What follows belongs to an exercise in optimizing a design on an open flow for small area, a short achievable clock period and few clock cycles per item; a production flow would make more cautious choices. Only simulation tests tie the RTL to the original design; equivalence was not proved.

==> flow/design.v <==
module e203_muldiv (
  input         clk,
  input         rst_n,
  input         i_valid,
  output        i_ready,
  input  [2:0]  i_op,
  input  [31:0] i_rs1,
  input  [31:0] i_rs2,
  output        o_valid,
  input         o_ready,
  output [31:0] o_wdat
);
  function [5:0] bitlen;
    input [31:0] v;
    integer i;
    begin
      bitlen = 0;
      for (i = 0; i < 32; i = i + 1)
        if (v[i]) bitlen = i + 1;
    end
  endfunction
  function [2:0] bsel;
    input [2:0] b;
    begin
      bsel[2] = b[0] ^ b[1];
      bsel[1] = (b[2] & ~b[1] & ~b[0]) | (~b[2] & b[1] & b[0]);
      bsel[0] = b[2];
    end
  endfunction
  reg busy, done;
  wire start = i_valid & ~busy;
  assign o_valid = done;
  assign i_ready = done & o_ready;
  wire fin = done & o_ready;
  reg        isdiv, rop, qneg, anr, bz, dsub;
  reg [3:0]  osl, osh;     
  reg        dnorm, dfix;     
  reg [5:0]  cnt;
  reg [34:0] mc;           
  reg [33:0] pl;
  reg [33:0] acc;          
  reg [2:0]  s0, s1;       
  reg        p0, p1;       
  wire op_div = i_op[2];
  wire [32:0] xin = {(i_op[1:0] != 2'd3) & i_rs1[31], i_rs1};
  wire [32:0] yin = {(i_op[1] == 1'b0) & i_rs2[31], i_rs2};
  function [1:0] wcls;
    input [32:0] v;
    begin
      if (v[32:8] == {25{v[32]}}) wcls = 2'd0;
      else if (v[32:12] == {21{v[32]}}) wcls = 2'd1;
      else if (v[32:16] == {17{v[32]}}) wcls = 2'd2;
      else wcls = 2'd3;
    end
  endfunction
  wire [1:0] cx = wcls(xin);
  wire [1:0] cy = wcls(yin);
  wire swap = cx < cy;
  wire [1:0] cm = swap ? cx : cy;
  wire [32:0] mpl = swap ? xin : yin;
  wire [32:0] mcd = swap ? yin : xin;
  wire [33:0] t0 = {34{mpl[0]}} & {mcd[32], mcd};
  wire a_neg = ~i_op[0] & i_rs1[31];
  wire b_neg = ~i_op[0] & i_rs2[31];
  wire [31:0] ax = i_rs1 ^ {32{a_neg}};
  wire [31:0] bx = i_rs2 ^ {32{b_neg}};
  wire [5:0] ma_c = bitlen(ax);
  wire [5:0] mb_c = bitlen(bx);
  wire bzero = (i_rs2 == 32'd0);
  function [31:0] pfor;
    input [31:0] v;
    integer i;
    begin
      pfor[31] = v[31];
      for (i = 30; i >= 0; i = i - 1) pfor[i] = pfor[i + 1] | v[i];
    end
  endfunction
  wire [31:0] ta0 = pfor(ax), tb0 = pfor(bx);
  wire [32:0] ta = a_neg ? {ta0, 1'b1} : {1'b0, ta0};
  wire [32:0] tb = {1'b0, tb0};
  wire dskip = bzero | (|(tb & ~ta));
  wire [5:0] qs = pl[5:0] + {5'd0, anr} - pl[11:6];
  function [37:0] pp;
    input [2:0] s;
    input [34:0] x;
    reg [37:0] xe;
    begin
      xe = {{3{x[34]}}, x};
      pp = (({38{s[2]}} & xe) | ({38{s[1]}} & {xe[36:0], 1'b0})) ^ {38{s[0]}};
    end
  endfunction
  wire [37:0] ra = {{4{acc[33]}}, acc};
  wire [37:0] rb = pp(s0, mc);
  wire [37:0] rc = {pp(s1, mc), {2{s1[0]}}};    
  wire [37:0] sx = ra ^ rb ^ rc;
  wire [37:0] cx1 = {(ra[36:0] & rb[36:0]) | (ra[36:0] & rc[36:0]) | (rb[36:0] & rc[36:0]), p0};
  wire [37:0] sum = sx + cx1 + {37'd0, p1};
  wire acc_ok = (sum[37] == anr);       
  always @(posedge clk or negedge rst_n) begin
    if (!rst_n) begin
      busy <= 1'b0;
      done <= 1'b0;
    end else if (fin) begin
      busy <= 1'b0;
      done <= 1'b0;
    end else if (start) begin
      busy <= 1'b1;
      done <= op_div & dskip;
    end else if (busy & ~done) begin
      done <= isdiv ? (dfix ? 1'b1 : dnorm ? 1'b0 : (cnt == 6'd1) & ~(rop ? anr : qneg))
                    : (cnt == 6'd1);
    end
  end
  wire [4:0] mnext = pl[8:4];
  always @(posedge clk) begin
    if (start) begin
      isdiv <= op_div;
      rop <= i_op[1];
      bz <= bzero;
      qneg <= (a_neg ^ b_neg) & ~dskip;
      osl <= (i_op[1:0] == 2'd0) ? (4'b0001 << cm) : 4'b0000;
      osh <= (i_op[1:0] != 2'd0) ? (4'b0001 << cm) : 4'b0000;
      anr <= a_neg;
      dsub <= ~(a_neg ^ b_neg);
      if (op_div) begin
        dnorm <= ~dskip;
        dfix <= 1'b0;
        acc <= {{2{a_neg}}, i_rs1};
        mc <= {{3{b_neg}}, i_rs2};
        pl <= {22'd0, {mb_c, ma_c} & {12{~dskip}}};    
        s0 <= {2'b00, a_neg};
        s1 <= 3'b000;
        p0 <= 1'b0;
        p1 <= 1'b0;
      end else begin
        dnorm <= 1'b0;
        dfix <= 1'b0;
        cnt <= (cm == 2'd0) ? 6'd2 : (cm == 2'd1) ? 6'd3 : (cm == 2'd2) ? 6'd4 : 6'd8;
        acc <= {t0[33], t0[33:1]};
        mc <= {{2{mcd[32]}}, mcd};
        pl <= {t0[0], mpl[32:1], 1'b0};
        s0 <= bsel({mpl[2:1], 1'b0});
        s1 <= bsel(mpl[4:2]);
        p0 <= mpl[2];
        p1 <= mpl[4];
      end
    end else if (busy & ~done) begin
      if (isdiv) begin
        if (dnorm) begin
          dnorm <= 1'b0;
          cnt <= qs + 6'd1;
          mc <= mc << qs;
          pl <= 34'd0;
          acc <= sum[33:0];
          s0 <= {2'b10, dsub};
          p0 <= dsub;
          p1 <= 1'b0;
        end else if (dfix) begin
          acc <= sum[33:0];
        end else begin
          cnt <= cnt - 6'd1;
          mc <= {mc[34], mc[34:1]};
          if (cnt == 6'd1 & ~rop & qneg) acc <= 34'd0;
          else if (acc_ok) acc <= sum[33:0];
          pl <= {pl[32:0], acc_ok};
          if (cnt == 6'd1) begin
            dfix <= rop ? anr : qneg;
            mc <= {2'b00, pl[31:0], acc_ok};
            s0 <= rop ? 3'b000 : 3'b101;
            p0 <= ~rop;
            p1 <= rop;
          end
        end
      end else begin
        cnt <= cnt - 6'd1;
        acc <= sum[37:4];
        pl <= {sum[3:0], pl[33:4]};
        s0 <= bsel(mnext[2:0]);
        s1 <= bsel(mnext[4:2]);
        p0 <= mnext[2];
        p1 <= mnext[4];
      end
    end
  end
  wire [63:0] p0w = {{21{acc[33]}}, acc, pl[33:25]};
  wire [63:0] p1w = {{17{acc[33]}}, acc, pl[33:21]};
  wire [63:0] p2w = {{13{acc[33]}}, acc, pl[33:17]};
  wire [63:0] p3w = {acc[30:0], pl[33:1]};
  wire [31:0] mres = ({32{osl[0]}} & p0w[31:0]) | ({32{osl[1]}} & p1w[31:0])
                   | ({32{osl[2]}} & p2w[31:0]) | ({32{osl[3]}} & p3w[31:0])
                   | ({32{osh[0]}} & p0w[63:32]) | ({32{osh[1]}} & p1w[63:32])
                   | ({32{osh[2]}} & p2w[63:32]) | ({32{osh[3]}} & p3w[63:32]);
  wire [31:0] dres = (rop | qneg) ? acc[31:0] : (bz ? 32'hFFFFFFFF : pl[31:0]);
  assign o_wdat = isdiv ? dres : mres;
endmodule
clock: 11.0 ns
lec_check: 0
abc_area: 1
cap_margin: 5
core_margin: 2
core_utilization: 45
cts_buf_list: sky130_fd_sc_hd__clkbuf_8 sky130_fd_sc_hd__clkbuf_16
slew_margin: 5
standard.sh (not shown) runs the stock make flow with config.mk's settings and CLKGATE_MAP_FILE= SYNTH_SCRIPT=/design/flow/synth_recipe.tcl, a recipe that flattens the netlist after the stock synthesis.
==> flow/flow/run.sh <==
#!/bin/bash
# The standard layout (the standard.sh, unchanged synthesis) with three
# changes to how it is made:
#  - ports are buffered with a plain buffer (not a delay cell),
#  - the resizer may change a cell's drive strength even when that changes
#    the cell's width (MATCH_CELL_FOOTPRINT 0),
#  - timing repair aims for more setup slack than the design's clock needs.
set -euo pipefail
MARGIN=$(cat flow/margin.txt)
bash standard.sh SETUP_SLACK_MARGIN=$MARGIN MATCH_CELL_FOOTPRINT=0 \
  "BUFFER_PORTS_ARGS=-buffer_cell sky130_fd_sc_hd__buf_2" finish > run_make.log 2>&1
==> flow/flow/margin.txt <==
6.0
Testbench counts at the start, summed over its fixed seeds: cycles 160,453, ops 24,000.
Next try:
--- a/flow/design.v
+++ b/flow/design.v
@@ -41,28 +41,26 @@
   reg [33:0] acc;          
   reg [2:0]  s0, s1;       
   reg        p0, p1;       
   wire op_div = i_op[2];
   wire [32:0] xin = {(i_op[1:0] != 2'd3) & i_rs1[31], i_rs1};
   wire [32:0] yin = {(i_op[1] == 1'b0) & i_rs2[31], i_rs2};
-  function [1:0] wcls;
-    input [32:0] v;
-    begin
-      if (v[32:8] == {25{v[32]}}) wcls = 2'd0;
-      else if (v[32:12] == {21{v[32]}}) wcls = 2'd1;
-      else if (v[32:16] == {17{v[32]}}) wcls = 2'd2;
-      else wcls = 2'd3;
-    end
-  endfunction
-  wire [1:0] cx = wcls(xin);
-  wire [1:0] cy = wcls(yin);
-  wire swap = cx < cy;
-  wire [1:0] cm = swap ? cx : cy;
+  wire fx0 = (xin[32:8] == {25{xin[32]}}), fy0 = (yin[32:8] == {25{yin[32]}});
+  wire fx1 = (xin[32:12] == {21{xin[32]}}), fy1 = (yin[32:12] == {21{yin[32]}});
+  wire fx2 = (xin[32:16] == {17{xin[32]}}), fy2 = (yin[32:16] == {17{yin[32]}});
+  wire swap = (fx0 & ~fy0) | (fx1 & ~fy1) | (fx2 & ~fy2);
+  wire f0 = fx0 | fy0, f1 = fx1 | fy1, f2 = fx2 | fy2;
+  wire [3:0] ohm = {~f2, f2 & ~f1, f1 & ~f0, f0};
   wire [32:0] mpl = swap ? xin : yin;
   wire [32:0] mcd = swap ? yin : xin;
-  wire [33:0] t0 = {34{mpl[0]}} & {mcd[32], mcd};
+  wire [33:0] tx = {34{xin[0]}} & {yin[32], yin};
+  wire [33:0] ty = {34{yin[0]}} & {xin[32], xin};
+  wire [33:0] t0 = swap ? tx : ty;
+  wire [7:0] bx0 = {bsel({xin[2:1], 1'b0}), bsel(xin[4:2]), xin[2], xin[4]};
+  wire [7:0] by0 = {bsel({yin[2:1], 1'b0}), bsel(yin[4:2]), yin[2], yin[4]};
+  wire [7:0] bs0 = swap ? bx0 : by0;
   wire a_neg = ~i_op[0] & i_rs1[31];
   wire b_neg = ~i_op[0] & i_rs2[31];
   wire [31:0] ax = i_rs1 ^ {32{a_neg}};
   wire [31:0] bx = i_rs2 ^ {32{b_neg}};
   wire [5:0] ma_c = bitlen(ax);
   wire [5:0] mb_c = bitlen(bx);
@@ -115,14 +113,14 @@
   always @(posedge clk) begin
     if (start) begin
       isdiv <= op_div;
       rop <= i_op[1];
       bz <= bzero;
       qneg <= (a_neg ^ b_neg) & ~dskip;
-      osl <= (i_op[1:0] == 2'd0) ? (4'b0001 << cm) : 4'b0000;
-      osh <= (i_op[1:0] != 2'd0) ? (4'b0001 << cm) : 4'b0000;
+      osl <= (i_op[1:0] == 2'd0) ? ohm : 4'b0000;
+      osh <= (i_op[1:0] != 2'd0) ? ohm : 4'b0000;
       anr <= a_neg;
       dsub <= ~(a_neg ^ b_neg);
       if (op_div) begin
         dnorm <= ~dskip;
         dfix <= 1'b0;
         acc <= {{2{a_neg}}, i_rs1};
@@ -132,20 +130,17 @@
         s1 <= 3'b000;
         p0 <= 1'b0;
         p1 <= 1'b0;
       end else begin
         dnorm <= 1'b0;
         dfix <= 1'b0;
-        cnt <= (cm == 2'd0) ? 6'd2 : (cm == 2'd1) ? 6'd3 : (cm == 2'd2) ? 6'd4 : 6'd8;
+        cnt <= {2'b00, ohm[3], ohm[2], ohm[1] | ohm[0], ohm[1]};    
         acc <= {t0[33], t0[33:1]};
         mc <= {{2{mcd[32]}}, mcd};
         pl <= {t0[0], mpl[32:1], 1'b0};
-        s0 <= bsel({mpl[2:1], 1'b0});
-        s1 <= bsel(mpl[4:2]);
-        p0 <= mpl[2];
-        p1 <= mpl[4];
+        {s0, s1, p0, p1} <= bs0;
       end
     end else if (busy & ~done) begin
       if (isdiv) begin
         if (dnorm) begin
           dnorm <= 1'b0;
           cnt <= qs + 6'd1;
Effect: Clock skew stays flat. Utilization goes down by 0.84 points. Via count fell slightly. First-iteration DRC count climbs by roughly a tenth. Global-route usage is higher by 0.68 points. Sequential share of layout area went up by 0.69 points. Synthesized cell count went down by a few percent.
Testbench counts after the change, summed over its fixed seeds: cycles 160,453, ops 24,000.

## afterwards: timing with drivers on the ports
In the flow no input, the clock included, has a driving cell. The finished layouts below were timed again as built, in two steps.
Step 1, drivers: a clkbuf_16 drives clk and a buf_2 each remaining input, both assumed.
Step 2 also shifts input and output timing later by t, the mid clock arrival at the registers, as if the neighbouring blocks saw the same clock.
a / b / c = ideal / step 1 / step 2; a / b = the first two.
| run | t (ns) | setup slack, ns | clock arrival spread, ns | worst register clock-pin slew, ns |
|---|---|---|---|---|
| the first run | 0.504 | 5.966 / 5.947 / 5.489 | 0.013 / 0.013 | 0.07 / 0.07 |
| the second run | 0.504 | 6.011 / 5.988 / 5.532 | 0.010 / 0.011 | 0.07 / 0.07 |
After both steps every run listed still meets setup and hold. For the second run, which loses most, drivers alone change the setup slack by -0.023 ns; drivers and shift together by -0.479 ns.
